Context: an optimization exercise on an open-source flow, tuned for small area and a short achievable clock period. The choices shown serve that exercise and are no tape-out recipe. RTL that was checked went through simulation tests only; none was proved equivalent to the original. For run 6, only the layout was checked, not whether the RTL still works. Power and IR drop assume default switching activity.

===== flow/design.v =====
module pll #(
    parameter PHASE_BITS = 32,
    parameter [0:0] OPT_TRACK_FREQUENCY = 1'b1,
    parameter [PHASE_BITS-1:0] INITIAL_PHASE_STEP = 0,
    parameter [0:0] OPT_GLITCHLESS = 1'b1
) (
    input wire i_clk,
    input wire i_reset,
    input wire i_ld,
    input wire [PHASE_BITS-1:0] i_step,
    input wire i_ce,
    input wire i_input,
    input wire [4:0] i_lgcoeff,
    output wire [PHASE_BITS-1:0] o_phase,
    output reg [1:0] o_err
);
    reg agreed_output;
    reg [31:0] ctr, r_step;
    reg [4:0] lgc;        
    always @(posedge i_clk)
        lgc <= i_lgcoeff;
    wire [31:0] pge, fge;
    genvar i, l;
    generate
        for (i = 0; i < 32; i = i + 1) begin : g_mask
            assign pge[i] = (lgc >= 31 - i);
            if (i >= 1 && i <= 29 && (i % 2) == 1)
                assign fge[i] = (lgc >= (29 - i) / 2) && (lgc < 15);
            else if (i >= 30)
                assign fge[i] = (lgc < 15);
            else if (i >= 1)
                assign fge[i] = fge[i-1];
            else
                assign fge[i] = 1'b0;
        end
    endgenerate
    wire [31:0] pc = pge & ~{pge[30:0], 1'b0};
    wire s = ctr[31];
    wire pe = s ^ i_input;
    wire lead = agreed_output ^ s;      
    wire [31:0] g0 = ctr & r_step;
    wire [31:0] p0 = ctr ^ r_step;
    wire [31:0] G [0:5];
    wire [31:0] P [0:5];
    assign G[0] = g0;
    assign P[0] = p0;
    generate
        for (l = 0; l < 5; l = l + 1) begin : g_lvl
            for (i = 0; i < 32; i = i + 1) begin : g_bit
                if ((i >> l) & 1) begin
                    assign G[l+1][i] = G[l][i] | (P[l][i] & G[l][((i >> l) << l) - 1]);
                    assign P[l+1][i] = P[l][i] & P[l][((i >> l) << l) - 1];
                end else begin
                    assign G[l+1][i] = G[l][i];
                    assign P[l+1][i] = P[l][i];
                end
            end
        end
    endgenerate
    wire [31:0] sum0 = p0 ^ {G[5][30:0], 1'b0};
    wire [31:0] m = (sum0 ^ {32{lead}}) | ~pge;
    wire [31:0] A [0:5];
    assign A[0] = m;
    generate
        for (l = 0; l < 5; l = l + 1) begin : g_alvl
            for (i = 0; i < 32; i = i + 1) begin : g_abit
                if ((i >> l) & 1)
                    assign A[l+1][i] = A[l][i] & A[l][((i >> l) << l) - 1];
                else
                    assign A[l+1][i] = A[l][i];
            end
        end
    endgenerate
    wire [31:0] pflip = pge & {A[5][30:0], 1'b1};
    wire above = |(r_step & {pge[30:0], 1'b0});
    wire rk = |(r_step & pc);
    wire below = |(r_step & ~pge);
    wire cmp = above | (rk & below);
    wire hold = lead & ~cmp;
    wire [31:0] fm = (r_step ^ {32{lead}}) | ~fge;
    wire [31:0] B [0:5];
    assign B[0] = fm;
    generate
        for (l = 0; l < 5; l = l + 1) begin : g_blvl
            for (i = 0; i < 32; i = i + 1) begin : g_bbit
                if ((i >> l) & 1)
                    assign B[l+1][i] = B[l][i] & B[l][((i >> l) << l) - 1];
                else
                    assign B[l+1][i] = B[l][i];
            end
        end
    endgenerate
    wire [31:0] fflip = fge & {B[5][30:0], 1'b1};
    always @(posedge i_clk)
    if (i_reset)
        agreed_output <= 1'b0;
    else if (i_ce && !pe)
        agreed_output <= s;
    always @(posedge i_clk)
    if (i_reset)
        ctr <= 0;
    else if (i_ce)
        ctr <= !pe ? sum0 : hold ? ctr : (sum0 ^ pflip);
    assign o_phase = ctr;
    always @(posedge i_clk)
    if (i_reset)
        r_step <= 0;
    else if (i_ld)
        r_step <= {1'b0, i_step[30:0]};
    else if (i_ce && pe)
        r_step <= r_step ^ fflip;
    always @(posedge i_clk)
    if (i_reset)
        o_err <= 2'h0;
    else if (i_ce)
        o_err <= {pe & lead, pe};
endmodule

===== flow/config.mk =====
export PLATFORM = sky130hd
export DESIGN_NAME = pll
export DESIGN_NICKNAME = pll
export VERILOG_FILES = /design/flow/design.v
export SDC_FILE = /design/flow/constraint.sdc
export NUM_CORES = 4
export LEC_CHECK = 0
export CAP_MARGIN = 20
export CORE_MARGIN = 2
export CORE_UTILIZATION = 50
export PLACE_DENSITY = 0.7
export SETUP_SLACK_MARGIN = 1.8
export SLEW_MARGIN = 20

===== flow/flow/map.abc =====
strash
dch -f
map -D 2500
buffer -p
upsize -D 2500
dnsize -D 2500

===== flow/standard.sh =====
#!/bin/bash
# synth_recipe.tcl (not shown) runs the flow's synth.tcl, then flattens the netlist and writes it again
# the make line also repeats each setting of config.mk as NAME=value (left out here)
make -C /OpenROAD-flow-scripts/flow DESIGN_CONFIG=/design/flow/config.mk WORK_HOME=/design/flow/orfs CLKGATE_MAP_FILE= SYNTH_SCRIPT=/design/flow/synth_recipe.tcl "${@:-finish}"

===== flow/constraint.sdc =====
create_clock -name core_clock -period 5.2 [get_ports {i_clk}]
set_input_delay 1.0400 -clock core_clock [delete_from_list [all_inputs] [get_ports {i_clk}]]
set_output_delay 1.0400 -clock core_clock [all_outputs]
set_load 0.01 [all_outputs]

===== flow/flow/run.sh =====
#!/bin/bash
# Own layout flow. It is the standard layout (standard.sh) except for the
# mapping of the logic between the flip-flops:
#  1. the standard synthesis runs unchanged (standard.sh synth);
#  2. the design is synthesised again with the same Yosys steps up to the
#     flip-flop mapping, so the flip-flops come out with the same names and
#     cells; then the gates are mapped with a delay-driven ABC script
#     (flow/map.abc) instead of the standard one;
set -euo pipefail
W=$PWD
RES=$W/orfs/results/$FLOW_PLATFORM/pll/base
LIB=$FLOW_HOME/platforms/sky130hd/lib/sky130_fd_sc_hd__tt_025C_1v80.lib
CFG=$FLOW_HOME/platforms/sky130hd/config.mk
YOSYS=$FLOW_HOME/../tools/install/yosys/bin/yosys
[ -x "$YOSYS" ] || YOSYS=yosys

bash standard.sh synth > $W/log_1_std_synth.txt 2>&1
cp $RES/1_2_yosys.v $W/std_1_2_yosys.v

DU=""
for c in sky130_fd_sc_hd__probe_p_8 sky130_fd_sc_hd__probec_p_8 \
    $(grep -o "sky130_fd_sc_hd__lpflow_[a-z0-9_]*" $CFG); do
  DU="$DU -dont_use $c"
done
cat > $W/own_synth.ys <<EOS
read_liberty -lib $LIB
read_verilog -defer $FLOW_DESIGN
hierarchy -check -top $FLOW_TOP
synth -flatten -nofsm -noshare -top $FLOW_TOP -run :fine
synth -nofsm -noshare -top $FLOW_TOP -run fine:
rename -wire
opt -purge
dfflibmap -liberty $LIB $DU
opt
setundef -zero
abc -script $W/flow/map.abc -liberty $LIB $DU
opt_clean -purge
hilomap -singleton -hicell sky130_fd_sc_hd__conb_1 HI -locell sky130_fd_sc_hd__conb_1 LO
splitnets
insbuf -buf sky130_fd_sc_hd__buf_4 A X
opt_clean -purge
rename -hide w:*\$func\$*
check -assert -mapped
stat -liberty $LIB
write_verilog -noattr -nohex -nodec $W/own_1_2_yosys.v
EOS
$YOSYS -l $W/log_2_own_synth.txt -q $W/own_synth.ys > /dev/null

grep -oE "sky130_fd_sc_hd__[a-z]*df[a-z0-9_]* +[^ ]+" $W/std_1_2_yosys.v | sort > $W/ff_std.txt
grep -oE "sky130_fd_sc_hd__[a-z]*df[a-z0-9_]* +[^ ]+" $W/own_1_2_yosys.v | sort > $W/ff_own.txt
cmp $W/ff_std.txt $W/ff_own.txt
cp $W/own_1_2_yosys.v $RES/1_2_yosys.v
touch $RES/1_2_yosys.v

export BUFFER_PORTS_ARGS="-buffer_cell sky130_fd_sc_hd__buf_1"
bash standard.sh finish > $W/log_3_finish.txt 2>&1

==> impl_metrics.yaml, run 1 <==
sta:
  worstMarginPinSlew_ns: 1.04
  slew-limit-headroom_pct: 30.4
  tns_ns: 0
  rsz0062_at_grt: "true"
  period_minus_slack_ns: 3.42
  final_hold_viol_count: 0
  drv_slew: 0
  finalCritPeriodShare_pct: 65.8
  final-setup-viol-count: 0
  fin_worst_skew_ns: 0.00729
  max_freq_mhz: 292
die:
  die_area_um2: 14600
  die_h_um: 121
  start_util_pct: 51.4
  die_x_um: 121
  io_pins: 76
  rows: 42
  core_um2: 13200
placement:
  gp_routability_congestion: 0.976
  numPortBuffers: 74
  placed_cell_area_um2: 7220
  hpwl_um: 16100
drt:
  ant_nets: 0
  drcViolationCount: 0
  dr.pass1.iters: 8
  vias: 8318
  wl_per_cell_um: 16.5
  vias_per_cell: 5.77
  drtIter0Drc: 836
  wl_um: 23800
logic_synthesis:
  yosysWarnings: 1
  avgSynthCellArea_um2: 5.98
  synth_cells: 1138
  synthesis.nets: 1180
  syn-cell-area_um2: 6800
global_route:
  use_met2_pct: 50.8
  grt_pass1_wl_um: 37300
  grt_busiest_layer: "met2"
  grt_max_degree: 60
  grtUsageMet3_pct: 4.15
  grt_usage_pct: 31.8
  overflow: 0
  met1_usage_pct: 43.3
  grt_pass1_vias: 7425
  grt_antenna_before_repair: 0
worst_setup_path:
  critPathKind: "reg2reg"
  worst_ep_arrival_time_ns: 3.66
  reg2reg_depth: 21
  r2r_start: "r_step[11]"
  end_kind: "register"
  r2r-end: "ctr[27]"
  crit_fanout: 6
  reg2reg_slack_ns: 1.78
  worst_ep_required_time_ns: 5.44
  start_kind: "register"
cells_and_area:
  layout-drive-gt1-share_pct: 19.2
  syn_to_final_growth_pct: 27.5
  stdcell_area_um2: 8680
  fin_util_pct: 65.5
  layout_common_cells: "nor2_1, nand2_1, inv_1"
  fill_cells: 1260
  layout.nets: 1304
  mostFrequentLayoutCell: "nor2_1"
  num_antenna_cells: 0
status:
  status: "timing/DRC/antenna clean"
clock_tree:
  cts_root_buf: "clkbuf_16"
  numCtsBuffers: 9
  cts.sinks: 72
  cts_max_level: 3
  clk_pin_slew_ns: 0.06
  max-clock-path-buffers: 2
  tritoncts: "yes"
  clkLatencyLatePin_ns: 0.36
worst_hold_path:
  hp-class: "reg2reg"
  holdPathEnd: "r_step[28]"
  hold_start: "r_step[28]"
  min_path_cells: 2
power_and_ir_drop:
  peakVddDrop_mv: 0.158
  power_leakage_nw: 3.46
  cellPowerDensity_nw_per_um2: 250
flow_run:
  maxCapViolCount: 0
[how the worst max path moves through the flow]
stage,startpoint,to,cells past startpoint
2_1_floorplan,i_input,ctr[10],13
3_3_place_gp,lgc[1],r_step[30],20
3_5_place_dp,lgc[1],r_step[30],20
4_1_cts,r_step[3],ctr[28],21
5_1_grt,r_step[8],ctr[30],17
6_report,r_step[11],ctr[27],21
[layer usage]
metal,vias up,share of wire (%)
met1,3799,43
met2,365,47
met4,0,3.2
li1,4079,-
met5,-,0
met3,75,7.1
[sequential cells by signal (all words and copies together) (netlist names)]
| register | cells |
|---|---|
| agreed_output | 1 |
| ctr | 32 |
| lgc | 5 |
| o_err | 2 |
| r_step | 32 |
[through the flow]
step	setup WS, ns	instances	power, mW	hold WS [ns]
after CTS	1.79	1394	2.02	0.483
after floorplan	2.03	1138	1.21	0.453
after global routing	1.55	1441	2.28	0.516
after detailed placement	0.833	1361	1.39	0.475
after global placement	0.920	1361	1.38	0.471
final	1.78	1441	2.17	0.479
[area by class of cell]
cell class	count	area, um2	area share, %
clock buffer	13	250	2.88
clock inverter	1	5.00	0.0577
inverter	142	572	6.59
multi-input combinational	890	5210	60.1
sequential	72	1500	17.3
tap	176	220	2.54
timing repair buffer	146	911	10.5
timing repair inverter	1	7.51	0.0865
[repair_timing]
action / 4_1_cts / 5_1_grt
setup buffers: 18 / 45
pin swaps: 16 / 48
cloned: 1 / 2
hold buffers: 0 / 0
endpoints found under the setup margin: 50 / 41
endpoints found under the hold margin: 0 / 0
gates resized for setup: 77 / 125
[critical path: stages, from the launching register on]
cell      delay (ns)
dfxtp_4         0.34
or2_1           0.24
nand2_2         0.13
nor2_4          0.05
a21oi_2         0.15
nor2_1          0.05
a311oi_1        0.25
a21boi_4        0.35
buf_6           0.15
inv_2           0.04
a21oi_4         0.15
xnor2_2         0.10
o21ai_1         0.13
a21oi_1         0.04
nand3b_1        0.21
nor2_2          0.17
nand2_2         0.12
nor2_4          0.21
buf_4           0.15
nand3_2         0.06
xor2_1          0.16
a21oi_1         0.08
[power breakdown]
group / switching (mW) / internal, mW / leakage (nW)
sequential: 0.0666 / 0.603 / 0.607
combinational: 0.567 / 0.355 / 2.73
clock: 0.247 / 0.330 / 0.126
total: 0.881 / 1.29 / 3.46
==> inputs of run 2 (changes only) <==
--- a/flow/flow/run.sh
+++ b/flow/flow/run.sh
@@ -53,4 +53,5 @@
 touch $RES/1_2_yosys.v
 
 export BUFFER_PORTS_ARGS="-buffer_cell sky130_fd_sc_hd__buf_1"
+export SKIP_INCREMENTAL_REPAIR=1
 bash standard.sh finish > $W/log_3_finish.txt 2>&1
--- a/flow/config.mk
+++ b/flow/config.mk
@@ -8,6 +8,8 @@
 export CAP_MARGIN = 20
 export CORE_MARGIN = 2
 export CORE_UTILIZATION = 50
+export CTS_BUF_LIST = sky130_fd_sc_hd__clkbuf_8
+export CTS_CLUSTER_SIZE = 40
 export PLACE_DENSITY = 0.7
 export SETUP_SLACK_MARGIN = 1.8
 export SLEW_MARGIN = 20
==> impl_metrics.yaml, run 2 <==
worst_setup_path:
  r2r_start: "r_step[6]"
  r2r-end: "ctr[31]"
  end_kind: "register"
  start_kind: "register"
  worst_ep_required_time_ns: 5.51
  crit_fanout: 6
  reg2reg_slack_ns: 1.70
  critPathKind: "reg2reg"
  worst_ep_arrival_time_ns: 3.81
  reg2reg_depth: 22
worst_hold_path:
  hold_start: "r_step[28]"
  hp-class: "reg2reg"
  holdPathEnd: "r_step[28]"
  min_path_cells: 2
sta:
  worstMarginPinSlew_ns: 1.08
  slew-limit-headroom_pct: 28.1
  finalWorstSetupSlack_ns: 1.70
  fin_worst_skew_ns: 0.00884
  max_freq_mhz: 286
  tns_ns: 0
  final-setup-viol-count: 0
  hold_slack_ns: 0.482
  period_minus_slack_ns: 3.50
  final_hold_viol_count: 0
  drv_slew: 0
  finalCritPeriodShare_pct: 67.3
clock_tree:
  cts_setup_buffers: 20
  cts_max_level: 3
  clkLatencyLatePin_ns: 0.39
  cts_root_buf: "clkbuf_8"
  cts_hold_repair.buffers: 0
  postCtsResizedCells: 82
  max-clock-path-buffers: 2
  tritoncts: "yes"
  cts.sinks: 72
  clk_pin_slew_ns: 0.08
  numCtsBuffers: 9
cells_and_area:
  instances_no_fill: 1396
  syn_to_final_growth_pct: 14.3
  layout_common_cells: "nor2_1, nand2_1, inv_1"
  layout-drive-gt1-share_pct: 9.92
  fill_cells: 1378
  layout.nets: 1259
  num_antenna_cells: 0
  largest_registers: "ctr (32), r_step (32), lgc (5)"
  mostFrequentLayoutCell: "nor2_1"
die:
  start_util_pct: 51.4
  rows: 42
  die_area_um2: 14600
  die_h_um: 121
  io_pins: 76
  core_um2: 13200
  die_x_um: 121
drt:
  vias: 8004
  dr.pass1.iters: 5
  wl_um: 22600
  vias_per_cell: 5.73
  ant_nets: 0
  drtIter0Drc: 701
  wl_per_cell_um: 16.2
  drcViolationCount: 0
global_route:
  overflow: 0
  grt_pass1_vias: 7416
  grt_antenna_before_repair: 0
  grt_max_degree: 60
  grt_pass1_wl_um: 37400
  grt_usage_pct: 32.0
power_and_ir_drop:
  cellPowerDensity_nw_per_um2: 239
  peakVddDrop_mv: 0.124
  power_leakage_nw: 3.09
logic_synthesis:
  yosysWarnings: 1
  synthesis.nets: 1180
  syn-cell-area_um2: 6800
  avgSynthCellArea_um2: 5.98
  synth_cells: 1138
placement:
  placedCellCount: 1361
  hpwl_um: 16100
  gp_routability_congestion: 0.976
  numPortBuffers: 74
  place_ws_ns: 0.833
flow_run:
  maxCapViolCount: 0
status:
  status: "timing/DRC/antenna clean"
## run 2: final cells by class
class	instances	area [um2]	share of cell area, %
well taps	176	220	2.83
clock buffers	10	138	1.77
repair buffers	101	497	6.39
inverters	142	558	7.18
multi-input cells	890	4860	62.5
clock inverters	4	16.3	0.209
repair inverters	1	7.51	0.0966
flip-flops and latches	72	1480	19.0
## run 2: metal layers
layer / global-route usage (%) / wire, um / vias to the layer above
met5: 0 / 0 / -
met4: 12.6 / 568 / 0
met3: 4.01 / 1480 / 52
met2: 51.4 / 10500 / 344
met1: 43.5 / 10100 / 3618
li1: - / - / 3990
## run 2: worst max path at each step
| stage | cells after the start | from | slack, ns | end |
|---|---|---|---|---|
| 2_1_floorplan | 13 | i_input | 2.03 | ctr[10] |
| 3_3_place_gp | 20 | lgc[1] | 0.92 | r_step[30] |
| 3_5_place_dp | 20 | lgc[1] | 0.83 | r_step[30] |
| 4_1_cts | 19 | r_step[16] | 1.80 | ctr[31] |
| 5_1_grt | 24 | lgc[0] | 1.35 | r_step[23] |
| 6_report | 22 | r_step[6] | 1.70 | ctr[31] |
## run 2: power by group
part	switching (mW)	internal, mW
registers	0.0670	0.600
logic	0.505	0.279
clock network	0.231	0.175
## run 2: worst max-delay path, cell delays in order (launching register included)
cell	delay [ns]
dfxtp_2	0.39
inv_1	0.12
nor2_1	0.19
nor2_1	0.09
nand2_1	0.10
o21ai_1	0.11
or2_4	0.30
a21boi_4	0.29
buf_6	0.15
inv_2	0.03
a21oi_1	0.14
xnor2_1	0.13
o21ai_1	0.13
a21oi_1	0.05
nand3b_1	0.22
nor2_2	0.19
nand2_2	0.12
buf_4	0.16
nor2_1	0.09
nand2_1	0.07
nor2_1	0.13
a21oi_1	0.08
a21oi_1	0.14
## run 2: through the flow
| step | power (mW) | area, um2 | util (%) |
|---|---|---|---|
| floorplan | 1.21 | 6800 | - |
| global placement | 1.38 | 7220 | 54.5 |
| detailed placement | 1.39 | 7220 | 54.5 |
| CTS | 1.85 | 7770 | 58.7 |
| global route | 1.98 | 7770 | 58.7 |
| finish | 1.86 | 7770 | 58.7 |
==> inputs of run 3 (changes only) <==
--- a/flow/design.v
+++ b/flow/design.v
@@ -72,10 +72,7 @@
         end
     endgenerate
     wire [31:0] pflip = pge & {A[5][30:0], 1'b1};
-    wire above = |(r_step & {pge[30:0], 1'b0});
-    wire rk = |(r_step & pc);
-    wire below = |(r_step & ~pge);
-    wire cmp = above | (rk & below);
+    wire cmp = |(r_step & pge);
     wire hold = lead & ~cmp;
     wire [31:0] fm = (r_step ^ {32{lead}}) | ~fge;
     wire [31:0] B [0:5];
==> impl_metrics.yaml, run 3 <==
clock_tree:
  cts_max_level: 3
  cts_setup_buffers: 14
  tritoncts: "yes"
  cts.sinks: 72
  postCtsResizedCells: 63
  cts_hold_repair.buffers: 0
  max-clock-path-buffers: 2
  cts_root_buf: "clkbuf_8"
  clkLatencyLatePin_ns: 0.40
  numCtsBuffers: 9
  clk_pin_slew_ns: 0.09
placement:
  gp_routability_congestion: 0.955
  numPortBuffers: 74
  placedCellCount: 1260
  placed_cell_area_um2: 6810
  hpwl_um: 14600
  place_ws_ns: 1.02
worst_setup_path:
  start_kind: "register"
  crit_fanout: 5
  r2r-end: "r_step[30]"
  r2r_start: "lgc[1]"
  critPathKind: "reg2reg"
  worst_ep_required_time_ns: 5.46
  startpoint: "lgc[1]"
  reg2reg_depth: 25
  crit_cells: 25
  worst_ep_arrival_time_ns: 3.75
  max_stage_delay_ns: 0.39
  cp_slowest_cell: "dfxtp_4"
  crit_family: "simple AND/OR/NAND/NOR gates"
  end_kind: "register"
  crit_buf_inv: 6
  reg2reg_slack_ns: 1.72
  crit_end: "r_step[30]"
sta:
  period_minus_slack_ns: 3.48
  drv_slew: 0
  finalCritPeriodShare_pct: 67.0
  finalWorstSetupSlack_ns: 1.72
  worstMarginPinSlew_ns: 1.13
  max_freq_mhz: 287
  fin_worst_skew_ns: 0.0149
  tns_ns: 0
  final-setup-viol-count: 0
  slew-limit-headroom_pct: 24.4
  hold_slack_ns: 0.475
  final_hold_viol_count: 0
cells_and_area:
  largest_registers: "ctr (32), r_step (32), lgc (5)"
  layout_common_cells: "nor2_1, nand2_1, a21oi_1"
  stdcell_area_um2: 7360
  fin_util_pct: 58.8
  instances_no_fill: 1291
  mostFrequentLayoutCell: "nor2_1"
  layout.nets: 1156
  num_antenna_cells: 0
  layout-drive-gt1-share_pct: 10.8
  syn_to_final_growth_pct: 15.8
global_route:
  overflow: 0
  grt_antenna_before_repair: 0
  grt_pass1_vias: 6419
  grt_pass1_wl_um: 32300
  grt_usage_pct: 30.6
  grt_max_degree: 41
die:
  start_util_pct: 50.8
  rows: 41
  die_h_um: 117
  core_um2: 12500
  io_pins: 76
  die_area_um2: 13600
  die_x_um: 117
drt:
  wl_per_cell_um: 15.8
  vias: 7192
  dr.pass1.iters: 5
  ant_nets: 0
  drtIter0Drc: 650
  wl_um: 20400
  drcViolationCount: 0
  vias_per_cell: 5.57
worst_hold_path:
  hp-class: "reg2reg"
power_and_ir_drop:
  peakVddDrop_mv: 0.164
  power_leakage_nw: 2.97
  cellPowerDensity_nw_per_um2: 256
  power_mw: 1.88
logic_synthesis:
  synthesis.nets: 1075
  avgSynthCellArea_um2: 6.15
  synth_cells: 1033
  yosysWarnings: 1
  syn-cell-area_um2: 6350
flow_run:
  maxCapViolCount: 0
status:
  status: "timing/DRC/antenna clean"
==> run 3: changes by cell type in the layout (fill, tap and decap cells not counted), sizes merged, moves of 13 or more <==
cell   delta
nor2     -21
o21ai    -13
o22ai    -13
a22oi    +13
inv      -28
==> run 3: per-layer routing <==
layer | GRT usage (%) | wire (um) | share of wire [%]
met1 | 39.8 | 9070 | 44
met2 | 50.8 | 9530 | 47
met5 | 0 | 0 | 0
met3 | 5.55 | 1350 | 6.6
met4 | 11.1 | 448 | 2.2
==> run 3: worst reg2reg max path: stages (launching register included) <==
cell and delay, ns:
dfxtp_4 0.39, inv_2 0.07, nor2_4 0.15, inv_1 0.10, nor2_1 0.09, nor2_1 0.09
inv_2 0.12, nor2_1 0.09, inv_1 0.09, nor2_1 0.07, o211ai_2 0.08, nand2_1 0.09
a21oi_2 0.14, o311ai_1 0.12, inv_1 0.12, nand2_2 0.09, a211oi_4 0.27, o2111a_2 0.29
nand2_1 0.09, nor2_2 0.12, inv_1 0.07, or2_1 0.24, nand2_1 0.07, nand2_1 0.05
o221ai_1 0.17, a21oi_1 0.09
==> run 3: final cells by class <==
cell class / count / area [um2]
inverter: 116 / 449
tap: 172 / 215
timing repair buffer: 101 / 532
sequential: 72 / 1480
multi-input combinational: 814 / 4450
fill: 1255 / 5160
clock inverter: 6 / 92.6
clock buffer: 10 / 138
==> run 3: how the worst min path moves through the flow <==
| stage | from | to | cells after the start | slack, ns |
|---|---|---|---|---|
| finish | o_err[1] | o_err[1] | 2 | 0.47 |
| detailed placement | o_err[1] | o_err[1] | 2 | 0.47 |
| global placement | o_err[1] | o_err[1] | 2 | 0.46 |
| global route | o_err[1] | o_err[1] | 2 | 0.50 |
| floorplan | r_step[26] | r_step[26] | 2 | 0.45 |
| CTS | o_err[1] | o_err[1] | 2 | 0.48 |
==> run 3: where the power goes <==
| group | total (mW) | switching [mW] | internal [mW] |
|---|---|---|---|
| Combinational | 0.695 | 0.442 | 0.253 |
| Sequential | 0.658 | 0.0602 | 0.598 |
| Clock | 0.529 | 0.245 | 0.284 |
| Total | 1.88 | 0.747 | 1.14 |
==> inputs of run 4 (changes only) <==
--- a/flow/config.mk
+++ b/flow/config.mk
@@ -7,9 +7,9 @@
 export LEC_CHECK = 0
 export CAP_MARGIN = 20
 export CORE_MARGIN = 2
-export CORE_UTILIZATION = 50
+export CORE_UTILIZATION = 60
 export CTS_BUF_LIST = sky130_fd_sc_hd__clkbuf_8
 export CTS_CLUSTER_SIZE = 40
-export PLACE_DENSITY = 0.7
+export PLACE_DENSITY = 0.75
 export SETUP_SLACK_MARGIN = 1.8
 export SLEW_MARGIN = 20
==> impl_metrics.yaml, run 4 <==
cells_and_area:
  layout-drive-gt1-share_pct: 12.2
  stdcell_area_um2: 7390
  fill_cells: 936
  mostFrequentLayoutCell: "nor2_1"
  layout.nets: 1165
  regArea_um2: 1480
  syn_to_final_growth_pct: 16.4
  fin_util_pct: 71.6
  multi_input_area_um2: 4520
  largest_registers: "ctr (32), r_step (32), lgc (5)"
  layout_common_cells: "nor2_1, nand2_1, a21oi_1"
  num_antenna_cells: 0
  instances_no_fill: 1264
die:
  die_h_um: 107
  start_util_pct: 61.6
  core_um2: 10300
  die_area_um2: 11400
  io_pins: 76
  rows: 37
  die_x_um: 107
drt:
  wl_per_cell_um: 15.9
  drcViolationCount: 0
  vias_per_cell: 5.82
  vias: 7351
  wl_um: 20100
  ant_nets: 0
  dr.pass1.iters: 7
  drtIter0Drc: 542
clock_tree:
  clk_pin_slew_ns: 0.08
  postCtsResizedCells: 74
  cts.sinks: 72
  clkLatencyLatePin_ns: 0.38
  cts_setup_buffers: 26
  cts_hold_repair.buffers: 0
  tritoncts: "yes"
  max-clock-path-buffers: 2
  cts_root_buf: "clkbuf_8"
  cts_max_level: 3
  numCtsBuffers: 9
worst_setup_path:
  crit_top_cell: "a21oi_1"
  crit_fanout: 8
  r2r-end: "ctr[21]"
  end_kind: "register"
  startpoint: "ctr[2]"
  crit_end: "ctr[21]"
  critPathKind: "reg2reg"
  max_stage_delay_ns: 0.37
  reg2reg_slack_ns: 1.64
  cp_slowest_cell: "dfxtp_1"
  worstPathCellList: "inv_2, nor2_1, nor2_2, a311oi_2, buf_4, nor3_4, nor2_2, buf_6, buf_6, o21ai_4, buf_4, a21oi_1, xor2_1, a21oi_1, o21ai_0, nand3_1, nor2_4, nand2_2, inv_4, nand4_1, xnor2_1, a21oi_1"
  worst_ep_required_time_ns: 5.45
  worst_ep_arrival_time_ns: 3.81
  r2r_start: "ctr[2]"
  reg2reg_depth: 22
  start_kind: "register"
logic_synthesis:
  synth_cells: 1033
  syn-cell-area_um2: 6350
  yosysWarnings: 1
  avgSynthCellArea_um2: 6.15
  synthesis.nets: 1075
sta:
  period_minus_slack_ns: 3.56
  finalCritPeriodShare_pct: 68.5
  fin_worst_skew_ns: 0.0155
  tns_ns: 0
  slew-limit-headroom_pct: 21.3
  max_freq_mhz: 281
  final_hold_viol_count: 0
  drv_slew: 0
  worstMarginPinSlew_ns: 1.17
  final-setup-viol-count: 0
global_route:
  overflow: 0
  grt_usage_pct: 35.7
  grt_max_degree: 38
  grt_pass1_vias: 6882
  grt_pass1_wl_um: 32500
  grt_antenna_before_repair: 0
power_and_ir_drop:
  seq_power_share_pct: 34.9
  swShare_pct: 39.8
  intPower_mw: 1.13
  cellPowerDensity_nw_per_um2: 254
  power_leakage_nw: 3.02
  power.share.clock_pct: 27.8
  peakVddDrop_mv: 0.164
  combPwrFrac_pct: 37.3
  switchingPower_mw: 0.746
status:
  status: "timing/DRC/antenna clean"
worst_hold_path:
  hp-class: "reg2reg"
  min_path_cells: 2
placement:
  hpwl_um: 13800
  placed_cell_area_um2: 6750
  numPortBuffers: 74
  gp_routability_congestion: 0.933
  placedCellCount: 1222
flow_run:
  maxCapViolCount: 0
run 4: power groups by stage:
| stage | combinational [mW] | clock (mW) | sequential [mW] |
|---|---|---|---|
| 4_1_cts | 0.682 | 0.521 | 0.653 |
| 5_1_grt | 0.774 | 0.548 | 0.661 |
| 3_3_place_gp | 0.618 | 0 | 0.666 |
| 3_5_place_dp | 0.623 | 0 | 0.666 |
| 6_report | 0.700 | 0.521 | 0.655 |
| 2_1_floorplan | 0.465 | 0 | 0.664 |
run 4: final cells by class:
type | instances | share of cell area [%]
flip-flops and latches | 72 | 20.0
well taps | 136 | 2.30
repair buffers | 110 | 7.58
clock inverters | 6 | 1.12
inverters | 116 | 6.04
clock buffers | 10 | 1.86
multi-input cells | 814 | 61.1
run 4: critical path: cells and delay by family (launching register included):
family / cells / cell delay [ns]
flops: 1 / 0.37
compound gates: 6 / 0.76
xor+xnor: 2 / 0.55
buf+inv: 6 / 0.76
simple gates: 8 / 1.00
run 4: layer usage:
layer  track usage [%]  share of wire (%)
met5                 0                  0
met3              4.38                7.2
met2              62.5                 49
met1              44.0                 41
met4              15.3                3.2
run 4: worst min path at each step:
stage	end	slack, ns	startpoint
2_1_floorplan	r_step[26]	0.45	r_step[26]
3_3_place_gp	o_err[1]	0.46	o_err[1]
3_5_place_dp	o_err[1]	0.46	o_err[1]
4_1_cts	o_err[1]	0.47	o_err[1]
5_1_grt	o_err[1]	0.51	o_err[1]
6_report	o_err[1]	0.48	o_err[1]
run 4: through the flow:
step / setup WS (ns) / total power, mW / hold WS [ns]
after floorplan: 2.07 / 1.13 / 0.453
after global placement: 1.18 / 1.28 / 0.456
after detailed placement: 1.10 / 1.29 / 0.463
after CTS: 1.80 / 1.86 / 0.474
after global routing: 1.33 / 1.98 / 0.511
final: 1.64 / 1.88 / 0.476
==> inputs of run 5 (changes only) <==
--- a/flow/config.mk
+++ b/flow/config.mk
@@ -7,9 +7,10 @@
 export LEC_CHECK = 0
 export CAP_MARGIN = 20
 export CORE_MARGIN = 2
-export CORE_UTILIZATION = 60
-export CTS_BUF_LIST = sky130_fd_sc_hd__clkbuf_8
+export CORE_UTILIZATION = 50
+export CTS_BUF_LIST = sky130_fd_sc_hd__clkbuf_4 sky130_fd_sc_hd__clkbuf_8
 export CTS_CLUSTER_SIZE = 40
-export PLACE_DENSITY = 0.75
+export GPL_ROUTABILITY_DRIVEN = 0
+export PLACE_DENSITY = 0.7
 export SETUP_SLACK_MARGIN = 1.8
 export SLEW_MARGIN = 20
==> impl_metrics.yaml, run 5 <==
status:
  status: "timing/DRC/antenna clean"
power_and_ir_drop:
  cellPowerDensity_nw_per_um2: 256
  peakVddDrop_mv: 0.164
  intPower_mw: 1.14
  seq_power_share_pct: 35.0
  switchingPower_mw: 0.747
  swShare_pct: 39.7
  power_leakage_nw: 2.97
  power.share.clock_pct: 28.1
  combPwrFrac_pct: 36.9
drt:
  drcViolationCount: 0
  vias: 7192
  vias_per_cell: 5.57
  ant_nets: 0
  wl_per_cell_um: 15.8
  drtIter0Drc: 650
  wl_um: 20400
  dr.pass1.iters: 5
cells_and_area:
  mostFrequentLayoutCell: "nor2_1"
  layout-drive-gt1-share_pct: 10.8
  syn_to_final_growth_pct: 15.8
  instances_no_fill: 1291
  layout_common_cells: "nor2_1, nand2_1, a21oi_1"
  largest_registers: "ctr (32), r_step (32), lgc (5)"
  num_antenna_cells: 0
  layout.nets: 1156
sta:
  max_freq_mhz: 287
  worstMarginPinSlew_ns: 1.13
  fin_worst_skew_ns: 0.0149
  slew-limit-headroom_pct: 24.4
  period_minus_slack_ns: 3.48
  drv_slew: 0
  finalWorstSetupSlack_ns: 1.72
  final-setup-viol-count: 0
  final_hold_viol_count: 0
  tns_ns: 0
  finalCritPeriodShare_pct: 67.0
global_route:
  grt_pass1_wl_um: 32300
  grt_busiest_layer: "met2"
  grt_antenna_before_repair: 0
  grt_pass1_vias: 6419
  use_met2_pct: 50.8
  grt_usage_pct: 30.6
  grt_max_degree: 41
  grtUsageMet3_pct: 5.55
  overflow: 0
  met1_usage_pct: 39.8
clock_tree:
  cts_root_buf: "clkbuf_8"
  postCtsResizedCells: 63
  numCtsBuffers: 9
  clk_pin_slew_ns: 0.09
  cts.sinks: 72
  cts_setup_buffers: 14
  max-clock-path-buffers: 2
  clkLatencyLatePin_ns: 0.40
  cts_hold_repair.buffers: 0
  tritoncts: "yes"
  cts_max_level: 3
worst_setup_path:
  crit_fanout: 5
  crit_family: "simple AND/OR/NAND/NOR gates"
  max_stage_delay_ns: 0.39
  crit_buf_inv: 6
  worst_ep_required_time_ns: 5.46
  critPathKind: "reg2reg"
  cp_slowest_cell: "dfxtp_4"
  start_kind: "register"
  end_kind: "register"
  worst_ep_arrival_time_ns: 3.75
die:
  rows: 41
  io_pins: 76
  start_util_pct: 50.8
  die_h_um: 117
  die_area_um2: 13600
  core_um2: 12500
  die_x_um: 117
logic_synthesis:
  yosysWarnings: 1
  avgSynthCellArea_um2: 6.15
  synth_cells: 1033
  syn-cell-area_um2: 6350
  synthesis.nets: 1075
placement:
  place_ws_ns: 1.02
  hpwl_um: 14600
  placedCellCount: 1260
  numPortBuffers: 74
flow_run:
  maxCapViolCount: 0
worst_hold_path:
  hp-class: "reg2reg"
-- run 5: cell type report --
class | count | area (um2)
clock inverter | 6 | 92.6
inverter | 116 | 449
sequential | 72 | 1480
fill | 1255 | 5160
tap | 172 | 215
timing repair buffer | 101 | 532
clock buffer | 10 | 138
multi-input combinational | 814 | 4450
-- run 5: power by group through the flow --
| stage | clock (mW) | sequential (mW) | combinational [mW] |
|---|---|---|---|
| floorplan | 0 | 0.664 | 0.465 |
| global placement | 0 | 0.667 | 0.623 |
| detailed placement | 0 | 0.669 | 0.628 |
| CTS | 0.533 | 0.657 | 0.683 |
| global route | 0.552 | 0.666 | 0.767 |
| finish | 0.529 | 0.658 | 0.695 |
-- run 5: final timing paths --
kind	start	end	slack, ns	cells after the start
hold reg to reg	o_err[1]	o_err[1]	0.47	2
hold / removal	o_err[1]	o_err[1]	0.47	2
setup / recovery	lgc[1]	r_step[30]	1.72	25
setup reg to reg	lgc[1]	r_step[30]	1.72	25
-- run 5: per-layer routing --
layer / part of all wire, % / routed length [um]
met5: 0 / 0
met4: 2.2 / 448
met3: 6.6 / 1350
met2: 47 / 9530
met1: 44 / 9070
-- run 5: worst reg2reg max path, delay by kind of cell (launching register included) --
family,cells,cell delay [ns]
AO/OA/AOI/OAI,7,1.16
flip-flops,1,0.39
buffers and inverters,6,0.57
AND/OR/NAND/NOR,12,1.24
-- run 5: metrics by stage --
step           hold WS [ns]  total power, mW  util (%)  instance area (um2)
2_1_floorplan         0.453             1.13         -                 6350
6_report              0.475             1.88      58.8                 7360
3_3_place_gp          0.464             1.29      54.4                 6810
5_1_grt               0.499             1.99      58.8                 7360
4_1_cts               0.478             1.87      58.8                 7360
3_5_place_dp          0.467             1.30      54.4                 6810
==> inputs of run 6 (changes only) <==
--- a/flow/design.v
+++ b/flow/design.v
@@ -16,18 +16,32 @@
 );
     reg agreed_output;
     reg [31:0] ctr, r_step;
-    reg [4:0] lgc;        
-    always @(posedge i_clk)
-        lgc <= i_lgcoeff;
-    wire [31:0] pge, fge;
+    reg [3:1] th;
+    reg [7:1] tl;
+    always @(posedge i_clk) begin
+        th <= {i_lgcoeff[4:3] == 2'd3, i_lgcoeff[4], |i_lgcoeff[4:3]};
+        tl <= {i_lgcoeff[2:0] == 3'd7, i_lgcoeff[2:0] >= 3'd6, i_lgcoeff[2:0] >= 3'd5,
+               i_lgcoeff[2],
+               i_lgcoeff[2:0] >= 3'd3, |i_lgcoeff[2:1], |i_lgcoeff[2:0]};
+    end
+    wire [4:0] thx = {1'b0, th, 1'b1};       
+    wire [7:0] tlx = {tl, 1'b1};             
+    wire [31:0] gev;
     genvar i, l;
     generate
+        for (i = 0; i < 32; i = i + 1) begin : g_ge
+            assign gev[i] = thx[(i >> 3) + 1] | (thx[i >> 3] & tlx[i & 7]);
+        end
+    endgenerate
+    wire [31:0] pge, fge;
+    wire f_on = ~gev[15];
+    generate
         for (i = 0; i < 32; i = i + 1) begin : g_mask
-            assign pge[i] = (lgc >= 31 - i);
+            assign pge[i] = gev[31 - i];
             if (i >= 1 && i <= 29 && (i % 2) == 1)
-                assign fge[i] = (lgc >= (29 - i) / 2) && (lgc < 15);
+                assign fge[i] = gev[(29 - i) / 2] & f_on;
             else if (i >= 30)
-                assign fge[i] = (lgc < 15);
+                assign fge[i] = f_on;
             else if (i >= 1)
                 assign fge[i] = fge[i-1];
             else
@@ -72,7 +86,10 @@
         end
     endgenerate
     wire [31:0] pflip = pge & {A[5][30:0], 1'b1};
-    wire cmp = |(r_step & pge);
+    wire above = |(r_step & {pge[30:0], 1'b0});
+    wire rk = |(r_step & pc);
+    wire below = |(r_step & ~pge);
+    wire cmp = above | (rk & below);
     wire hold = lead & ~cmp;
     wire [31:0] fm = (r_step ^ {32{lead}}) | ~fge;
     wire [31:0] B [0:5];
--- a/flow/config.mk
+++ b/flow/config.mk
@@ -8,9 +8,8 @@
 export CAP_MARGIN = 20
 export CORE_MARGIN = 2
 export CORE_UTILIZATION = 50
-export CTS_BUF_LIST = sky130_fd_sc_hd__clkbuf_4 sky130_fd_sc_hd__clkbuf_8
+export CTS_BUF_LIST = sky130_fd_sc_hd__clkbuf_8
 export CTS_CLUSTER_SIZE = 40
-export GPL_ROUTABILITY_DRIVEN = 0
 export PLACE_DENSITY = 0.7
 export SETUP_SLACK_MARGIN = 1.8
 export SLEW_MARGIN = 20
==> impl_metrics.yaml, run 6 <==
die:
  start_util_pct: 50.8
  io_pins: 76
  die_x_um: 122
  rows: 43
  core_um2: 13800
  die_h_um: 122
  die_area_um2: 14900
worst_setup_path:
  worst_ep_required_time_ns: 5.48
  worst_ep_arrival_time_ns: 3.84
  end_kind: "register"
  critPathKind: "reg2reg"
  crit_fanout: 54
  start_kind: "register"
drt:
  wl_um: 22700
  vias_per_cell: 5.75
  ant_nets: 0
  drtIter0Drc: 651
  drcViolationCount: 0
  vias: 7941
  wl_per_cell_um: 16.4
  dr.pass1.iters: 5
sta:
  drv_slew: 0
  hold_slack_ns: 0.501
  finalCritPeriodShare_pct: 68.4
  max_freq_mhz: 281
  period_minus_slack_ns: 3.56
  final-setup-viol-count: 0
  worstMarginPinSlew_ns: 1.04
  fin_worst_skew_ns: 0.0158
  slew-limit-headroom_pct: 30.8
  tns_ns: 0
  final_hold_viol_count: 0
power_and_ir_drop:
  cellPowerDensity_nw_per_um2: 241
  peakVddDrop_mv: 0.215
  power_mw: 1.88
  power_leakage_nw: 3.06
logic_synthesis:
  syn-cell-area_um2: 6990
  synthesis.nets: 1168
  synth_cells: 1126
  avgSynthCellArea_um2: 6.21
  yosysWarnings: 1
global_route:
  grt_max_degree: 55
  grt_usage_pct: 31.1
  overflow: 0
  grt_pass1_wl_um: 36900
  grt_antenna_before_repair: 0
  grt_pass1_vias: 7236
clock_tree:
  tritoncts: "yes"
  clk_pin_slew_ns: 0.09
  max-clock-path-buffers: 2
  cts_max_level: 3
  cts_root_buf: "clkbuf_8"
  numCtsBuffers: 9
  cts.sinks: 77
  clkLatencyLatePin_ns: 0.40
  postCtsResizedCells: 36
  cts_hold_repair.buffers: 0
  cts_setup_buffers: 9
cells_and_area:
  fill_cells: 1493
  largest_registers: "ctr (32), r_step (32), tl (7)"
  layout_common_cells: "nor2_1, nand2_1, a21oi_1"
  syn_to_final_growth_pct: 11.5
  regArea_um2: 1570
  mostFrequentLayoutCell: "nor2_1"
  num_antenna_cells: 0
  multi_input_area_um2: 4890
  layout-drive-gt1-share_pct: 9.67
  layout.nets: 1238
worst_hold_path:
  hp-class: "reg2reg"
placement:
  gp_routability_congestion: 0.979
  numPortBuffers: 74
  hpwl_um: 16700
flow_run:
  maxCapViolCount: 0
status:
  status: "timing/DRC/antenna clean"
run 6: worst paths after layout:
kind                             start       to  cells past startpoint  slack, ns
worst max-delay path             th[3]  ctr[27]                     14       1.64
worst min-delay path            ctr[0]   ctr[0]                      2       0.50
worst max register to register   th[3]  ctr[27]                     14       1.64
worst min register to register  ctr[0]   ctr[0]                      2       0.50
run 6: area by class of cell:
class | count | area share [%]
multi-input cells | 886 | 62.7
flip-flops and latches | 77 | 20.1
inverters | 128 | 6.43
repair buffers | 94 | 5.78
well taps | 180 | 2.89
clock buffers | 10 | 1.77
clock inverters | 5 | 0.369
run 6: where the power goes:
group	switching (mW)	internal [mW]
logic	0.475	0.257
clock network	0.259	0.181
registers	0.0710	0.638
total	0.804	1.08
run 6: worst max-delay path: stages (launching register included):
cell	delay, ns
dfxtp_2	0.52
clkinvlp_4	0.34
a21oi_1	0.45
inv_1	0.11
nand3_1	0.11
nand4_1	0.10
nor4_1	0.34
nand4_1	0.14
o21ai_0	0.11
nand2_1	0.09
nand2_1	0.35
clkinv_1	0.11
buf_4	0.31
o21ai_0	0.27
a21oi_1	0.07
run 6: layer usage:
metal / share of wire (%) / GRT usage (%)
met4: 1.7 / 7.47
met3: 7.2 / 5.76
met5: 0 / 0
met2: 45 / 50.1
met1: 46 / 42.9
run 6: stage by stage:
stage | instances | util (%) | area, um2 | worst slack, ns
2_1_floorplan | 1126 | - | 6990 | 2.08
3_3_place_gp | 1356 | 54.0 | 7440 | 1.18
3_5_place_dp | 1356 | 54.0 | 7440 | 1.10
4_1_cts | 1380 | 56.6 | 7800 | 1.80
5_1_grt | 1380 | 56.6 | 7800 | 1.32
6_report | 1380 | 56.6 | 7800 | 1.64

==> re-timing with driven ports <==
How much do the figures lean on ideal ports? The routed layouts below were timed once more, with nothing changed but the port constraints.
Step 1 (the two cells are an assumption about what drives the block):
set clk [get_ports {i_clk}]
set_driving_cell -lib_cell sky130_fd_sc_hd__clkbuf_16 $clk
set_driving_cell -lib_cell sky130_fd_sc_hd__buf_2 [delete_from_list [all_inputs] $clk]
Step 2, shift: input delay + t, output delay - t, t = (earliest + latest rising clock arrival at the registers) / 2. This alone moves slack from input paths to output paths.
a / b / c = no drivers / after step 1 / after step 2; a / b = the first two.
run	t (ns)	setup slack, ns	worst data-port slew with drivers (ns)
run 1	0.399	1.778 / 1.778 / 1.712	0.04
run 2	0.420	1.701 / 1.701 / 1.500	0.04
run 3	0.435	1.717 / 1.717 / 1.704	0.04
run 4	0.406	1.636 / 1.636 / 1.636	0.04
run 5	0.435	1.717 / 1.717 / 1.704	0.04
run 6	0.423	1.644 / 1.644 / 1.389	0.03
After both steps setup and hold are still met in every run listed. The setup slack of run 6, which loses most, moves by 0.000 ns with the drivers and by -0.255 ns with both steps.
